Context: an optimization exercise on an open-source flow, tuned for small area, a short achievable clock period and few clock cycles. The choices shown serve that exercise and are no tape-out recipe. RTL that was checked went through simulation tests only; none was proved equivalent to the original.

v6:
Design SP, start of the top module:
module SP(
	clk,
	rst_n,
	cg_en,
	in_valid,
	in_data,
	in_mode,
	out_valid,
	out_data
);
For scale: about 200 flip-flops, about 27 I/O pins, roughly 12,000 um2 of cells after synthesis.
==> module SP, before the edit <==
module SP(
	clk,
	rst_n,
	cg_en,
	in_valid,
	in_data,
	in_mode,
	out_valid,
	out_data
);
input		clk;
input		rst_n;
input		in_valid;
input		cg_en;
input [8:0] in_data;
input [2:0] in_mode;
output reg 		  out_valid;
output reg [9:0]  out_data;
integer i;
function sgt;
	input [8:0] a;
	input [8:0] b;
	reg [8:0] u, v;
	integer j;
	begin
		u = {~a[8], a[7:0]};
		v = {~b[8], b[7:0]};
		sgt = 1'b0;
		for (j = 0; j < 9; j = j + 1)
			sgt = (u[j] & ~v[j]) | (~(~u[j] & v[j]) & sgt);
	end
endfunction
reg       busy;
reg [4:0] c;
reg [2:0] mode;
reg       o1, o2;
wire start = in_valid && !busy;
always @(posedge clk or negedge rst_n) begin
	if (!rst_n) busy <= 1'b0;
	else if (start) busy <= 1'b1;
	else if (o2) busy <= 1'b0;
end
always @(posedge clk) begin
	c <= busy ? c + 5'd1 : 5'd0;
	if (start) mode <= in_mode;
end
wire m1 = mode[1];
wire m2 = mode[2];
wire [4:0] nc = c + 5'd1;
reg inph, fen, ins_raw, ins_f, ins_q, clr, lastins;
wire nraw0 = !(in_mode[2] && !in_mode[1]);
always @(posedge clk or negedge rst_n) begin
	if (!rst_n) begin
		inph <= 1'b0; fen <= 1'b0; ins_raw <= 1'b0; ins_f <= 1'b0; ins_q <= 1'b0;
		clr <= 1'b0; lastins <= 1'b0;
	end else begin
		inph    <= start || busy && nc <= 5'd8;
		fen     <= busy && m1 && nc >= 5'd9 && nc <= 5'd17;
		ins_raw <= start && nraw0 ||
		           busy && (m1 ? nc <= 5'd7 : !m2 && nc <= 5'd8);
		ins_f   <= busy && m1 && !m2 && nc >= 5'd10 && nc <= 5'd18;
		ins_q   <= busy && m2 && (m1 ? (nc >= 5'd13 && nc <= 5'd21) : (nc >= 5'd4 && nc <= 5'd12));
		clr     <= busy && m1 && nc == 5'd8;
		lastins <= busy && (m2 ? (m1 ? nc == 5'd21 : nc == 5'd12) : (m1 ? nc == 5'd18 : nc == 5'd8));
	end
end
wire ins = ins_raw || ins_f || ins_q;
reg [7:0] gi;                 
reg       sg;
wire [7:0] gin;
genvar k;
generate for (k = 0; k < 8; k = k + 1) begin : g_gray
	if (k >= 4) assign gin[k] = ^in_data[7:k];
	else assign gin[k] = ^in_data[3:k];
end endgenerate
always @(posedge clk) begin
	gi <= gin;
	sg <= in_data[8];
end
wire [7:0] gb = {gi[7:4], gi[3:0] ^ {4{gi[4]}}};
wire [7:0] gr = {gi[7:4] ^ {1'b0, gi[7:5]}, gi[3:0] ^ {1'b0, gi[3:1]}};    
wire [7:0] nb;
generate for (k = 0; k < 8; k = k + 1) begin : g_neg
	if (k == 0) assign nb[k] = gb[0];
	else assign nb[k] = gb[k] ^ (sg & (|gb[k-1:0]));
end endgenerate
wire signed [8:0] vdec = mode[0] ? {sg & (|gb), nb} : {sg, gr};
reg signed [8:0] S [0:8];
reg signed [9:0] msum;         
reg [7:0] half;                
wire signed [8:0] hs = {1'b0, half};
wire signed [8:0] e = inph ? vdec : S[0];
wire signed [10:0] e2 = {e[8], e, 1'b0};
wire signed [10:0] D = e2 - msum;
wire signed [10:0] t = msum[0] ? (msum[9] ? 11'sd1 : -11'sd1) : 11'sd0;
wire signed [8:0] fe = !fen ? e : (D > t) ? e - hs : (D < t) ? e + hs : e;
always @(posedge clk) begin
	for (i = 0; i < 8; i = i + 1) S[i] <= S[i+1];
	S[8] <= fe;
end
wire signed [10:0] s3 = S[6] + S[7] + S[8];
wire signed [8:0] q3;
SP_div3 u_div3(.t(s3), .q(q3));
reg signed [8:0] q;
always @(posedge clk) q <= q3;
wire signed [8:0] x = ins_q ? q : ins_f ? S[8] : vdec;
reg signed [8:0] L [1:5];
reg signed [8:0] mn;
reg [5:1] full;                
reg [5:0] gt;                  
always @(*) begin
	gt[0] = 1'b1;
	for (i = 1; i <= 5; i = i + 1) gt[i] = !full[i] || sgt(x, L[i]);
end
wire signed [8:0] nmax = gt[1] ? x : L[1];
always @(posedge clk) begin
	if (!busy || clr) full <= 5'd0;
	else if (ins) full <= {full[4:1], 1'b1};
	if (ins) begin
		L[1] <= nmax;
		for (i = 2; i <= 5; i = i + 1)
			L[i] <= gt[i-1] ? L[i-1] : (gt[i] ? x : L[i]);
		mn <= nmin;
	end
end
wire signed [8:0] nmin = (!full[1] || sgt(mn, x)) ? x : mn;
wire [9:0] mdiff = nmax - nmin;
always @(posedge clk) begin
	if (clr) begin
		msum <= nmax + nmin;
		half <= mdiff[8:1];
	end
end
always @(posedge clk or negedge rst_n) begin
	if (!rst_n) begin
		o1 <= 1'b0; o2 <= 1'b0;
		out_valid <= 1'b0;
		out_data <= 10'd0;
	end else begin
		o1 <= lastins;
		o2 <= o1;
		out_valid <= lastins | o1 | o2;
		out_data <= lastins ? {nmax[8], nmax} : o1 ? {L[5][8], L[5]} : o2 ? {mn[8], mn} : 10'd0;
	end
end
endmodule
==> flow/config.mk <==
export PLATFORM = sky130hd
export DESIGN_NAME = SP
export DESIGN_NICKNAME = SP
export VERILOG_FILES = /design/flow/design.v
export SDC_FILE = /design/flow/constraint.sdc
export NUM_CORES = 4
export LEC_CHECK = 0
export CAP_MARGIN = 20
export CORE_MARGIN = 2
export CORE_UTILIZATION = 40
export SLEW_MARGIN = 20
==> flow/constraint.sdc <==
create_clock -name core_clock -period 22.0 [get_ports {clk}]
set_input_delay 4.4000 -clock core_clock [delete_from_list [all_inputs] [get_ports {clk}]]
set_output_delay 4.4000 -clock core_clock [all_outputs]
set_load 0.01 [all_outputs]
standard.sh (not shown) runs the stock make flow with config.mk's settings and CLKGATE_MAP_FILE= SYNTH_SCRIPT=/design/flow/synth_recipe.tcl, a recipe that flattens the netlist after the stock synthesis.
==> flow/flow/run.sh <==
#!/bin/bash
set -e
bash standard.sh BUFFER_PORTS_ARGS="-buffer_cell sky130_fd_sc_hd__buf_4" SETUP_SLACK_MARGIN=16.5 ABC_AREA=1 CTS_CLUSTER_SIZE=20 CTS_CLUSTER_DIAMETER=120 finish > standard.log 2>&1
Testbench counts of v6, summed over its fixed seeds: cycles 10,357.
The inputs of v7 differ from those of v6 as listed below.
--- a/flow/design.v
+++ b/flow/design.v
@@ -92,9 +92,12 @@
 wire signed [8:0] e = inph ? vdec : S[0];
 wire signed [10:0] e2 = {e[8], e, 1'b0};
 wire signed [10:0] D = e2 - msum;
 wire signed [10:0] t = msum[0] ? (msum[9] ? 11'sd1 : -11'sd1) : 11'sd0;
-wire signed [8:0] fe = !fen ? e : (D > t) ? e - hs : (D < t) ? e + hs : e;
+wire up = fen && (D < t);      
+wire dn = fen && (D > t);      
+wire [8:0] hop = dn ? ~hs : up ? hs : 9'd0;
+wire signed [8:0] fe = e + hop + {8'd0, dn};
 always @(posedge clk) begin
 	for (i = 0; i < 8; i = i + 1) S[i] <= S[i+1];
 	S[8] <= fe;
 end
==> summary.txt <==
On v7: via density per instance is about 1.2% lower than what v6 gave.
Of the two values seen for library cell contributing the largest single delay on the critical path, sky130_fd_sc_hd__dfrtp_1 was produced by v6 and sky130_fd_sc_hd__dfxtp_4 by v7.
Across both runs, synthesized-area fraction occupied by and/or/nand/nor cells was higher for v7 than for v6.
From v6 to v7 the numbers moved as follows: met1 routing resource usage after global routing fell 0.96 points, wire length fell 1.0%, number of fill cells in the layout fell 7.1%.
Sequential share of cell area, v7 and v6: larger value in v6
Compared with v6, in v7 synthesis-to-layout area growth grew by 5.3 points; clock network area share now sits at about the same level; die extent in y fell by about 1.4%; design area rose by 2.0%.
No functional check of the RTL was part of v7.

* * *

== the previous run ==
SP, a different RTL version from the one above (not shown whole).
==> module SP, before the edit <==
module SP(
	clk,
	rst_n,
	cg_en,
	in_valid,
	in_data,
	in_mode,
	out_valid,
	out_data
);
input		clk;
input		rst_n;
input		in_valid;
input		cg_en;
input [8:0] in_data;
input [2:0] in_mode;
output reg 		  out_valid;
output reg [9:0]  out_data;
integer i;
function sgt;
	input [8:0] a;
	input [8:0] b;
	reg [8:0] u, v;
	integer j;
	begin
		u = {~a[8], a[7:0]};
		v = {~b[8], b[7:0]};
		sgt = 1'b0;
		for (j = 0; j < 9; j = j + 1)
			sgt = (u[j] & ~v[j]) | (~(~u[j] & v[j]) & sgt);
	end
endfunction
reg       busy;
reg [4:0] c;
reg [2:0] mode;
reg       o1, o2;
wire start = in_valid && !busy;
always @(posedge clk or negedge rst_n) begin
	if (!rst_n) busy <= 1'b0;
	else if (start) busy <= 1'b1;
	else if (o2) busy <= 1'b0;
end
always @(posedge clk) begin
	c <= busy ? c + 5'd1 : 5'd0;
	if (start) mode <= in_mode;
end
wire m1 = mode[1];
wire m2 = mode[2];
wire [4:0] nc = c + 5'd1;
reg inph, fen, ins_raw, ins_f, ins_q, clr, lastins;
wire nraw0 = !(in_mode[2] && !in_mode[1]);
always @(posedge clk or negedge rst_n) begin
	if (!rst_n) begin
		inph <= 1'b0; fen <= 1'b0; ins_raw <= 1'b0; ins_f <= 1'b0; ins_q <= 1'b0;
		clr <= 1'b0; lastins <= 1'b0;
	end else begin
		inph    <= start || busy && nc <= 5'd8;
		fen     <= busy && m1 && nc >= 5'd9 && nc <= 5'd17;
		ins_raw <= start && nraw0 ||
		           busy && (m1 ? nc <= 5'd7 : !m2 && nc <= 5'd8);
		ins_f   <= busy && m1 && !m2 && nc >= 5'd10 && nc <= 5'd18;
		ins_q   <= busy && m2 && (m1 ? (nc >= 5'd13 && nc <= 5'd21) : (nc >= 5'd4 && nc <= 5'd12));
		clr     <= busy && m1 && nc == 5'd8;
		lastins <= busy && (m2 ? (m1 ? nc == 5'd21 : nc == 5'd12) : (m1 ? nc == 5'd18 : nc == 5'd8));
	end
end
wire ins = ins_raw || ins_f || ins_q;
reg [7:0] gi;                 
reg       sg;
wire [7:0] gin;
genvar k;
generate for (k = 0; k < 8; k = k + 1) begin : g_gray
	if (k >= 4) assign gin[k] = ^in_data[7:k];
	else assign gin[k] = ^in_data[3:k];
end endgenerate
always @(posedge clk) begin
	gi <= gin;
	sg <= in_data[8];
end
wire [7:0] gb = {gi[7:4], gi[3:0] ^ {4{gi[4]}}};
wire [7:0] gr = {gi[7:4] ^ {1'b0, gi[7:5]}, gi[3:0] ^ {1'b0, gi[3:1]}};    
wire [7:0] nb;
generate for (k = 0; k < 8; k = k + 1) begin : g_neg
	if (k == 0) assign nb[k] = gb[0];
	else assign nb[k] = gb[k] ^ (sg & (|gb[k-1:0]));
end endgenerate
wire signed [8:0] vdec = mode[0] ? {sg & (|gb), nb} : {sg, gr};
reg signed [8:0] S [0:8];
reg signed [8:0] mid;          
reg [7:0] half;                
wire signed [8:0] e = inph ? vdec : S[0];
wire dn = fen && sgt(S[0], mid);
wire up = fen && sgt(mid, S[0]);
wire [8:0] hop = dn ? ~{1'b0, half} : up ? {1'b0, half} : 9'd0;
wire signed [8:0] fe = e + hop + {8'd0, dn};
always @(posedge clk) begin
	for (i = 0; i < 8; i = i + 1) S[i] <= S[i+1];
	S[8] <= fe;
end
wire signed [10:0] s3 = S[6] + S[7] + S[8];
wire signed [8:0] q3;
SP_div3 u_div3(.t(s3), .q(q3));
reg signed [8:0] q;
always @(posedge clk) q <= q3;
wire signed [8:0] x = ins_q ? q : ins_f ? S[8] : vdec;
reg signed [8:0] L [1:5];
reg signed [8:0] mn;
reg [5:1] full;                
reg [5:0] gt;                  
always @(*) begin
	gt[0] = 1'b1;
	for (i = 1; i <= 5; i = i + 1) gt[i] = !full[i] || sgt(x, L[i]);
end
wire signed [8:0] nmax = gt[1] ? x : L[1];
always @(posedge clk) begin
	if (!busy || clr) full <= 5'd0;
	else if (ins) full <= {full[4:1], 1'b1};
	if (ins) begin
		L[1] <= nmax;
		for (i = 2; i <= 5; i = i + 1)
			L[i] <= gt[i-1] ? L[i-1] : (gt[i] ? x : L[i]);
		mn <= nmin;
	end
end
wire signed [8:0] nmin = (!full[1] || sgt(mn, x)) ? x : mn;
wire [9:0] mdiff = nmax - nmin;
wire signed [9:0] msum = nmax + nmin;
always @(posedge clk) begin
	if (clr) begin
		mid <= (msum + {9'd0, msum[9]}) >>> 1;
		half <= mdiff[8:1];
	end
end
always @(posedge clk or negedge rst_n) begin
	if (!rst_n) begin
		o1 <= 1'b0; o2 <= 1'b0;
		out_valid <= 1'b0;
		out_data <= 10'd0;
	end else begin
		o1 <= lastins;
		o2 <= o1;
		out_valid <= lastins | o1 | o2;
		out_data <= lastins ? {nmax[8], nmax} : o1 ? {L[5][8], L[5]} : o2 ? {mn[8], mn} : 10'd0;
	end
end
endmodule
Settings: LEC_CHECK=0, CAP_MARGIN=20, CORE_MARGIN=2, CORE_UTILIZATION=40, SLEW_MARGIN=20; clock period 22.0 ns.
==> flow/flow/run.sh <==
#!/bin/bash
set -e
bash standard.sh BUFFER_PORTS_ARGS="-buffer_cell sky130_fd_sc_hd__buf_4" SETUP_SLACK_MARGIN=16.5 CTS_CLUSTER_SIZE=20 CTS_CLUSTER_DIAMETER=120 finish > standard.log 2>&1
Testbench counts of the previous run, summed over its fixed seeds: cycles 10,357.
Input-level comparison between the current run and the previous run:
--- a/flow/design.v
+++ b/flow/design.v
@@ -83,19 +83,20 @@
 generate for (k = 0; k < 8; k = k + 1) begin : g_neg
 	if (k == 0) assign nb[k] = gb[0];
 	else assign nb[k] = gb[k] ^ (sg & (|gb[k-1:0]));
 end endgenerate
 wire signed [8:0] vdec = mode[0] ? {sg & (|gb), nb} : {sg, gr};
 reg signed [8:0] S [0:8];
-reg signed [8:0] mid;          
+reg signed [9:0] msum;         
 reg [7:0] half;                
+wire signed [8:0] hs = {1'b0, half};
 wire signed [8:0] e = inph ? vdec : S[0];
-wire dn = fen && sgt(S[0], mid);
-wire up = fen && sgt(mid, S[0]);
-wire [8:0] hop = dn ? ~{1'b0, half} : up ? {1'b0, half} : 9'd0;
-wire signed [8:0] fe = e + hop + {8'd0, dn};
+wire signed [10:0] e2 = {e[8], e, 1'b0};
+wire signed [10:0] D = e2 - msum;
+wire signed [10:0] t = msum[0] ? (msum[9] ? 11'sd1 : -11'sd1) : 11'sd0;
+wire signed [8:0] fe = !fen ? e : (D > t) ? e - hs : (D < t) ? e + hs : e;
 always @(posedge clk) begin
 	for (i = 0; i < 8; i = i + 1) S[i] <= S[i+1];
 	S[8] <= fe;
 end
 wire signed [10:0] s3 = S[6] + S[7] + S[8];
 wire signed [8:0] q3;
@@ -121,16 +122,15 @@
 			L[i] <= gt[i-1] ? L[i-1] : (gt[i] ? x : L[i]);
 		mn <= nmin;
 	end
 end
 wire signed [8:0] nmin = (!full[1] || sgt(mn, x)) ? x : mn;
 wire [9:0] mdiff = nmax - nmin;
-wire signed [9:0] msum = nmax + nmin;
 always @(posedge clk) begin
 	if (clr) begin
-		mid <= (msum + {9'd0, msum[9]}) >>> 1;
+		msum <= nmax + nmin;
 		half <= mdiff[8:1];
 	end
 end
 always @(posedge clk or negedge rst_n) begin
 	if (!rst_n) begin
 		o1 <= 1'b0; o2 <= 1'b0;
- From the previous run to the current run the numbers moved as follows: synthesized cell count increased 106, standard cell area after detailed placement increased about 6%.
- Run comparison: the current run cell type of the slowest stage on the worst timing path dfrtp_1; the previous run cell type of the slowest stage on the worst timing path or4_4
- When the current run is set beside the previous run, its number of ordinary inverters in the final layout turns out to be about 26% larger.
- Diff the previous run -> the current run | number of distinct standard cells referenced by the synthesized netlist | up by more than 10%
- Re hold violation count in the final report: no difference whatsoever between the previous run and the current run.
Testbench counts of the current run, summed over its fixed seeds: cycles 10,357.

* * *

The RTL this note starts from:
==> flow/design.v <==
module SP(
	clk,
	rst_n,
	cg_en,
	in_valid,
	in_data,
	in_mode,
	out_valid,
	out_data
);
input		clk;
input		rst_n;
input		in_valid;
input		cg_en;
input [8:0] in_data;
input [2:0] in_mode;
output reg 		  out_valid;
output reg [9:0]  out_data;
integer i;
reg       busy;
reg [4:0] c;
reg [2:0] mode;
reg       o1, o2;
wire start = in_valid && !busy;
always @(posedge clk or negedge rst_n) begin
	if (!rst_n) busy <= 1'b0;
	else if (start) busy <= 1'b1;
	else if (o2) busy <= 1'b0;
end
always @(posedge clk) begin
	c <= busy ? c + 5'd1 : 5'd0;
	if (start) mode <= in_mode;
end
wire m1 = mode[1];
wire m2 = mode[2];
wire [4:0] nc = c + 5'd1;
reg inph, fen, ins_raw, ins_f, ins_q, clr, lastins;
wire nraw0 = !(in_mode[2] && !in_mode[1]);
always @(posedge clk or negedge rst_n) begin
	if (!rst_n) begin
		inph <= 1'b0; fen <= 1'b0; ins_raw <= 1'b0; ins_f <= 1'b0; ins_q <= 1'b0;
		clr <= 1'b0; lastins <= 1'b0;
	end else begin
		inph    <= start || busy && nc <= 5'd8;
		fen     <= busy && m1 && nc >= 5'd9 && nc <= 5'd17;
		ins_raw <= start && nraw0 ||
		           busy && (m1 ? nc <= 5'd7 : !m2 && nc <= 5'd8);
		ins_f   <= busy && m1 && !m2 && nc >= 5'd10 && nc <= 5'd18;
		ins_q   <= busy && m2 && (m1 ? (nc >= 5'd13 && nc <= 5'd21) : (nc >= 5'd4 && nc <= 5'd12));
		clr     <= busy && m1 && nc == 5'd8;
		lastins <= busy && (m2 ? (m1 ? nc == 5'd21 : nc == 5'd12) : (m1 ? nc == 5'd18 : nc == 5'd8));
	end
end
wire ins = ins_raw || ins_f || ins_q;
reg [7:0] gi;                 
reg       sg;
wire [7:0] gin;
genvar k;
generate for (k = 0; k < 8; k = k + 1) begin : g_gray
	if (k >= 4) assign gin[k] = ^in_data[7:k];
	else assign gin[k] = ^in_data[3:k];
end endgenerate
always @(posedge clk) begin
	gi <= gin;
	sg <= in_data[8];
end
wire [7:0] gb = {gi[7:4], gi[3:0] ^ {4{gi[4]}}};
wire [7:0] gr = {gi[7:4] ^ {1'b0, gi[7:5]}, gi[3:0] ^ {1'b0, gi[3:1]}};    
wire [7:0] nb;
generate for (k = 0; k < 8; k = k + 1) begin : g_neg
	if (k == 0) assign nb[k] = gb[0];
	else assign nb[k] = gb[k] ^ (sg & (|gb[k-1:0]));
end endgenerate
wire signed [8:0] vdec = mode[0] ? {sg & (|gb), nb} : {sg, gr};
reg signed [8:0] S [0:8];
reg signed [9:0] msum;         
reg [7:0] half;                
wire signed [8:0] hs = {1'b0, half};
wire signed [8:0] e = inph ? vdec : S[0];
wire signed [10:0] e2 = {e[8], e, 1'b0};
wire signed [10:0] D = e2 - msum;
wire signed [10:0] t = msum[0] ? (msum[9] ? 11'sd1 : -11'sd1) : 11'sd0;
wire signed [8:0] fe = !fen ? e : (D > t) ? e - hs : (D < t) ? e + hs : e;
always @(posedge clk) begin
	for (i = 0; i < 8; i = i + 1) S[i] <= S[i+1];
	S[8] <= fe;
end
wire signed [10:0] s3 = S[6] + S[7] + S[8];
wire signed [8:0] q3;
SP_div3 u_div3(.t(s3), .q(q3));
reg signed [8:0] q;
always @(posedge clk) q <= q3;
wire signed [8:0] x = ins_q ? q : ins_f ? S[8] : vdec;
reg signed [8:0] L [1:5];
reg signed [8:0] mn;
reg [5:1] full;                
reg [5:0] gt;                  
always @(*) begin
	gt[0] = 1'b1;
	for (i = 1; i <= 5; i = i + 1) gt[i] = !full[i] || (x > L[i]);
end
wire signed [8:0] nmax = gt[1] ? x : L[1];
always @(posedge clk) begin
	if (!busy || clr) full <= 5'd0;
	else if (ins) full <= {full[4:1], 1'b1};
	if (ins) begin
		L[1] <= nmax;
		for (i = 2; i <= 5; i = i + 1)
			L[i] <= gt[i-1] ? L[i-1] : (gt[i] ? x : L[i]);
		mn <= nmin;
	end
end
wire signed [8:0] nmin = (!full[1] || x < mn) ? x : mn;
wire [9:0] mdiff = nmax - nmin;
always @(posedge clk) begin
	if (clr) begin
		msum <= nmax + nmin;
		half <= mdiff[8:1];
	end
end
always @(posedge clk or negedge rst_n) begin
	if (!rst_n) begin
		o1 <= 1'b0; o2 <= 1'b0;
		out_valid <= 1'b0;
		out_data <= 10'd0;
	end else begin
		o1 <= lastins;
		o2 <= o1;
		out_valid <= lastins | o1 | o2;
		out_data <= lastins ? {nmax[8], nmax} : o1 ? {L[5][8], L[5]} : o2 ? {mn[8], mn} : 10'd0;
	end
end
endmodule
module SP_div3(input [10:0] t, output [8:0] q);
wire [11:0] u;
assign u[8:0] = t[8:0];
assign u[9] = ~t[9];
assign u[10] = ~t[10] ^ t[9];
assign u[11] = ~t[10] & t[9];
wire [1:0] r_0_0 = {1'b0, u[0]};
wire [1:0] r_1_1 = {1'b0, u[1]};
wire [1:0] r_2_2 = {1'b0, u[2]};
wire [1:0] r_3_3 = {1'b0, u[3]};
wire [1:0] r_4_4 = {1'b0, u[4]};
wire [1:0] r_5_5 = {1'b0, u[5]};
wire [1:0] r_6_6 = {1'b0, u[6]};
wire [1:0] r_7_7 = {1'b0, u[7]};
wire [1:0] r_8_8 = {1'b0, u[8]};
wire [1:0] r_9_9 = {1'b0, u[9]};
wire [1:0] r_10_10 = {1'b0, u[10]};
wire [1:0] r_11_11 = {1'b0, u[11]};
wire [1:0] r_11_10 = m3sub(r_10_10, r_11_11);
wire [1:0] r_11_9 = m3sub(r_9_9, r_11_10);
wire [1:0] r_8_7 = m3sub(r_7_7, r_8_8);
wire [1:0] r_8_6 = m3sub(r_6_6, r_8_7);
wire [1:0] r_11_8 = m3sub(r_8_8, r_11_9);
wire [1:0] r_11_7 = m3add(r_11_9, r_8_7);
wire [1:0] r_11_6 = m3sub(r_8_6, r_11_9);
wire [1:0] r_5_4 = m3sub(r_4_4, r_5_5);
wire [1:0] r_5_3 = m3sub(r_3_3, r_5_4);
wire [1:0] r_2_1 = m3sub(r_1_1, r_2_2);
wire [1:0] r_2_0 = m3sub(r_0_0, r_2_1);
wire [1:0] r_5_2 = m3sub(r_2_2, r_5_3);
wire [1:0] r_5_1 = m3add(r_5_3, r_2_1);
wire [1:0] r_5_0 = m3sub(r_2_0, r_5_3);
wire [1:0] r_11_5 = m3sub(r_5_5, r_11_6);
wire [1:0] r_11_4 = m3add(r_11_6, r_5_4);
wire [1:0] r_11_3 = m3sub(r_5_3, r_11_6);
wire [1:0] r_11_2 = m3add(r_11_6, r_5_2);
wire [1:0] r_11_1 = m3sub(r_5_1, r_11_6);
wire [1:0] r_11_0 = m3add(r_11_6, r_5_0);
wire [11:0] qb;
assign qb[11] = 1'b0;
assign qb[0] = r_11_1[1] | (r_11_1[0] & u[0]);
assign qb[1] = r_11_2[1] | (r_11_2[0] & u[1]);
assign qb[2] = r_11_3[1] | (r_11_3[0] & u[2]);
assign qb[3] = r_11_4[1] | (r_11_4[0] & u[3]);
assign qb[4] = r_11_5[1] | (r_11_5[0] & u[4]);
assign qb[5] = r_11_6[1] | (r_11_6[0] & u[5]);
assign qb[6] = r_11_7[1] | (r_11_7[0] & u[6]);
assign qb[7] = r_11_8[1] | (r_11_8[0] & u[7]);
assign qb[8] = r_11_9[1] | (r_11_9[0] & u[8]);
assign qb[9] = r_11_10[1] | (r_11_10[0] & u[9]);
assign qb[10] = r_11_11[1] | (r_11_11[0] & u[10]);
wire neg_rem = t[10] & (r_11_0 != 2'd0);
assign q = qb[8:0] + {8'd0, neg_rem};
function [1:0] m3add(input [1:0] a, input [1:0] b);
  case ({a,b}) 4'b0000: m3add=0; 4'b0001: m3add=1; 4'b0010: m3add=2;
    4'b0100: m3add=1; 4'b0101: m3add=2; 4'b0110: m3add=0;
    4'b1000: m3add=2; 4'b1001: m3add=0; 4'b1010: m3add=1; default: m3add=2'b00; endcase
endfunction
function [1:0] m3sub(input [1:0] b, input [1:0] a);  
  case ({b,a}) 4'b0000: m3sub=0; 4'b0001: m3sub=2; 4'b0010: m3sub=1;
    4'b0100: m3sub=1; 4'b0101: m3sub=0; 4'b0110: m3sub=2;
    4'b1000: m3sub=2; 4'b1001: m3sub=1; 4'b1010: m3sub=0; default: m3sub=2'b00; endcase
endfunction
endmodule
export LEC_CHECK = 0
export CAP_MARGIN = 20
export CORE_MARGIN = 2
export CORE_UTILIZATION = 40
export SLEW_MARGIN = 20
create_clock -name core_clock -period 22.0 [get_ports {clk}]
==> flow/flow/run.sh <==
#!/bin/bash
set -e
bash standard.sh BUFFER_PORTS_ARGS="-buffer_cell sky130_fd_sc_hd__buf_4" SETUP_SLACK_MARGIN=16.5 ABC_AREA=1 CTS_CLUSTER_SIZE=20 CTS_CLUSTER_DIAMETER=120 finish > standard.log 2>&1
Testbench counts at the start, summed over its fixed seeds: cycles 10,357.
Rerun with:
--- a/flow/design.v
+++ b/flow/design.v
@@ -17,6 +17,19 @@
 output reg 		  out_valid;
 output reg [9:0]  out_data;
 integer i;
+function sgt;
+	input [8:0] a;
+	input [8:0] b;
+	reg [8:0] u, v;
+	integer j;
+	begin
+		u = {~a[8], a[7:0]};
+		v = {~b[8], b[7:0]};
+		sgt = 1'b0;
+		for (j = 0; j < 9; j = j + 1)
+			sgt = (u[j] & ~v[j]) | (~(~u[j] & v[j]) & sgt);
+	end
+endfunction
 reg       busy;
 reg [4:0] c;
 reg [2:0] mode;
@@ -52,35 +65,25 @@
 	end
 end
 wire ins = ins_raw || ins_f || ins_q;
-reg [7:0] gi;                 
-reg       sg;
-wire [7:0] gin;
+reg [8:0] raw;
+always @(posedge clk) raw <= in_data;
+wire [7:0] gb;
+wire [7:0] nb;
 genvar k;
-generate for (k = 0; k < 8; k = k + 1) begin : g_gray
-	if (k >= 4) assign gin[k] = ^in_data[7:k];
-	else assign gin[k] = ^in_data[3:k];
+generate for (k = 0; k < 8; k = k + 1) begin : g_dec
+	assign gb[k] = ^raw[7:k];
+	if (k == 0) assign nb[k] = gb[0];
+	else assign nb[k] = gb[k] ^ (raw[8] & (|gb[k-1:0]));
 end endgenerate
-always @(posedge clk) begin
-	gi <= gin;
-	sg <= in_data[8];
-end
-wire [7:0] gb = {gi[7:4], gi[3:0] ^ {4{gi[4]}}};
-wire [7:0] gr = {gi[7:4] ^ {1'b0, gi[7:5]}, gi[3:0] ^ {1'b0, gi[3:1]}};    
-wire [7:0] nb;
-generate for (k = 0; k < 8; k = k + 1) begin : g_neg
-	if (k == 0) assign nb[k] = gb[0];
-	else assign nb[k] = gb[k] ^ (sg & (|gb[k-1:0]));
-end endgenerate
-wire signed [8:0] vdec = mode[0] ? {sg & (|gb), nb} : {sg, gr};
+wire signed [8:0] vdec = mode[0] ? {raw[8] & (|gb), nb} : raw;
 reg signed [8:0] S [0:8];
-reg signed [9:0] msum;         
+reg signed [8:0] mid;          
 reg [7:0] half;                
-wire signed [8:0] hs = {1'b0, half};
 wire signed [8:0] e = inph ? vdec : S[0];
-wire signed [10:0] e2 = {e[8], e, 1'b0};
-wire signed [10:0] D = e2 - msum;
-wire signed [10:0] t = msum[0] ? (msum[9] ? 11'sd1 : -11'sd1) : 11'sd0;
-wire signed [8:0] fe = !fen ? e : (D > t) ? e - hs : (D < t) ? e + hs : e;
+wire dn = fen && sgt(S[0], mid);
+wire up = fen && sgt(mid, S[0]);
+wire [8:0] hop = dn ? ~{1'b0, half} : up ? {1'b0, half} : 9'd0;
+wire signed [8:0] fe = e + hop + {8'd0, dn};
 always @(posedge clk) begin
 	for (i = 0; i < 8; i = i + 1) S[i] <= S[i+1];
 	S[8] <= fe;
@@ -97,7 +100,7 @@
 reg [5:0] gt;                  
 always @(*) begin
 	gt[0] = 1'b1;
-	for (i = 1; i <= 5; i = i + 1) gt[i] = !full[i] || (x > L[i]);
+	for (i = 1; i <= 5; i = i + 1) gt[i] = !full[i] || sgt(x, L[i]);
 end
 wire signed [8:0] nmax = gt[1] ? x : L[1];
 always @(posedge clk) begin
@@ -110,11 +113,12 @@
 		mn <= nmin;
 	end
 end
-wire signed [8:0] nmin = (!full[1] || x < mn) ? x : mn;
+wire signed [8:0] nmin = (!full[1] || sgt(mn, x)) ? x : mn;
 wire [9:0] mdiff = nmax - nmin;
+wire signed [9:0] msum = nmax + nmin;
 always @(posedge clk) begin
 	if (clr) begin
-		msum <= nmax + nmin;
+		mid <= (msum + {9'd0, msum[9]}) >>> 1;
 		half <= mdiff[8:1];
 	end
 end
After rerunning: The changed run completed without violations; wire length drops by 10%; setup slack degrades by 0.082 ns; fmax drops by about 1.5%; clock skew drops by 0.0059 ns; count of clock-buffer cells in the layout drops by 2.
No functional check of the RTL was part of the second run of this note.

## what the ideal ports hide
The flow's constraints put no driver on any port. The routed layouts listed below were extracted and timed again, unchanged, in two steps.
Step 1 (the two cells are an assumption about what drives the block):
set clk [get_ports {clk}]
set_driving_cell -lib_cell sky130_fd_sc_hd__clkbuf_16 $clk
set_driving_cell -lib_cell sky130_fd_sc_hd__buf_2 [delete_from_list [all_inputs] $clk]
Step 2 adds t to the input delays and takes it off the output delays; t is the mean of the earliest and latest rising clock arrival at the registers after step 1. Input paths then give back, and output paths get back, about the clock's delay inside the block.
Slacks: no drivers / after step 1 / after step 2; pairs: no drivers / after step 1.
run	t, ns	slack for setup (ns)	hold slack, ns
v6	0.518	16.583 / 16.534 / 16.735	0.323 / 0.323 / 0.323
v7	0.506	16.379 / 16.379 / 16.379	0.325 / 0.325 / 0.325
the previous run	0.517	16.528 / 16.528 / 16.528	0.300 / 0.300 / 0.300
the current run	0.518	16.584 / 16.537 / 16.647	0.302 / 0.302 / 0.302
the first run of note 3	0.520	16.601 / 16.550 / 16.734	0.313 / 0.313 / 0.313
the second run of note 3	0.517	16.519 / 16.519 / 16.519	0.312 / 0.312 / 0.312
After both steps setup and hold are still met in every run listed.
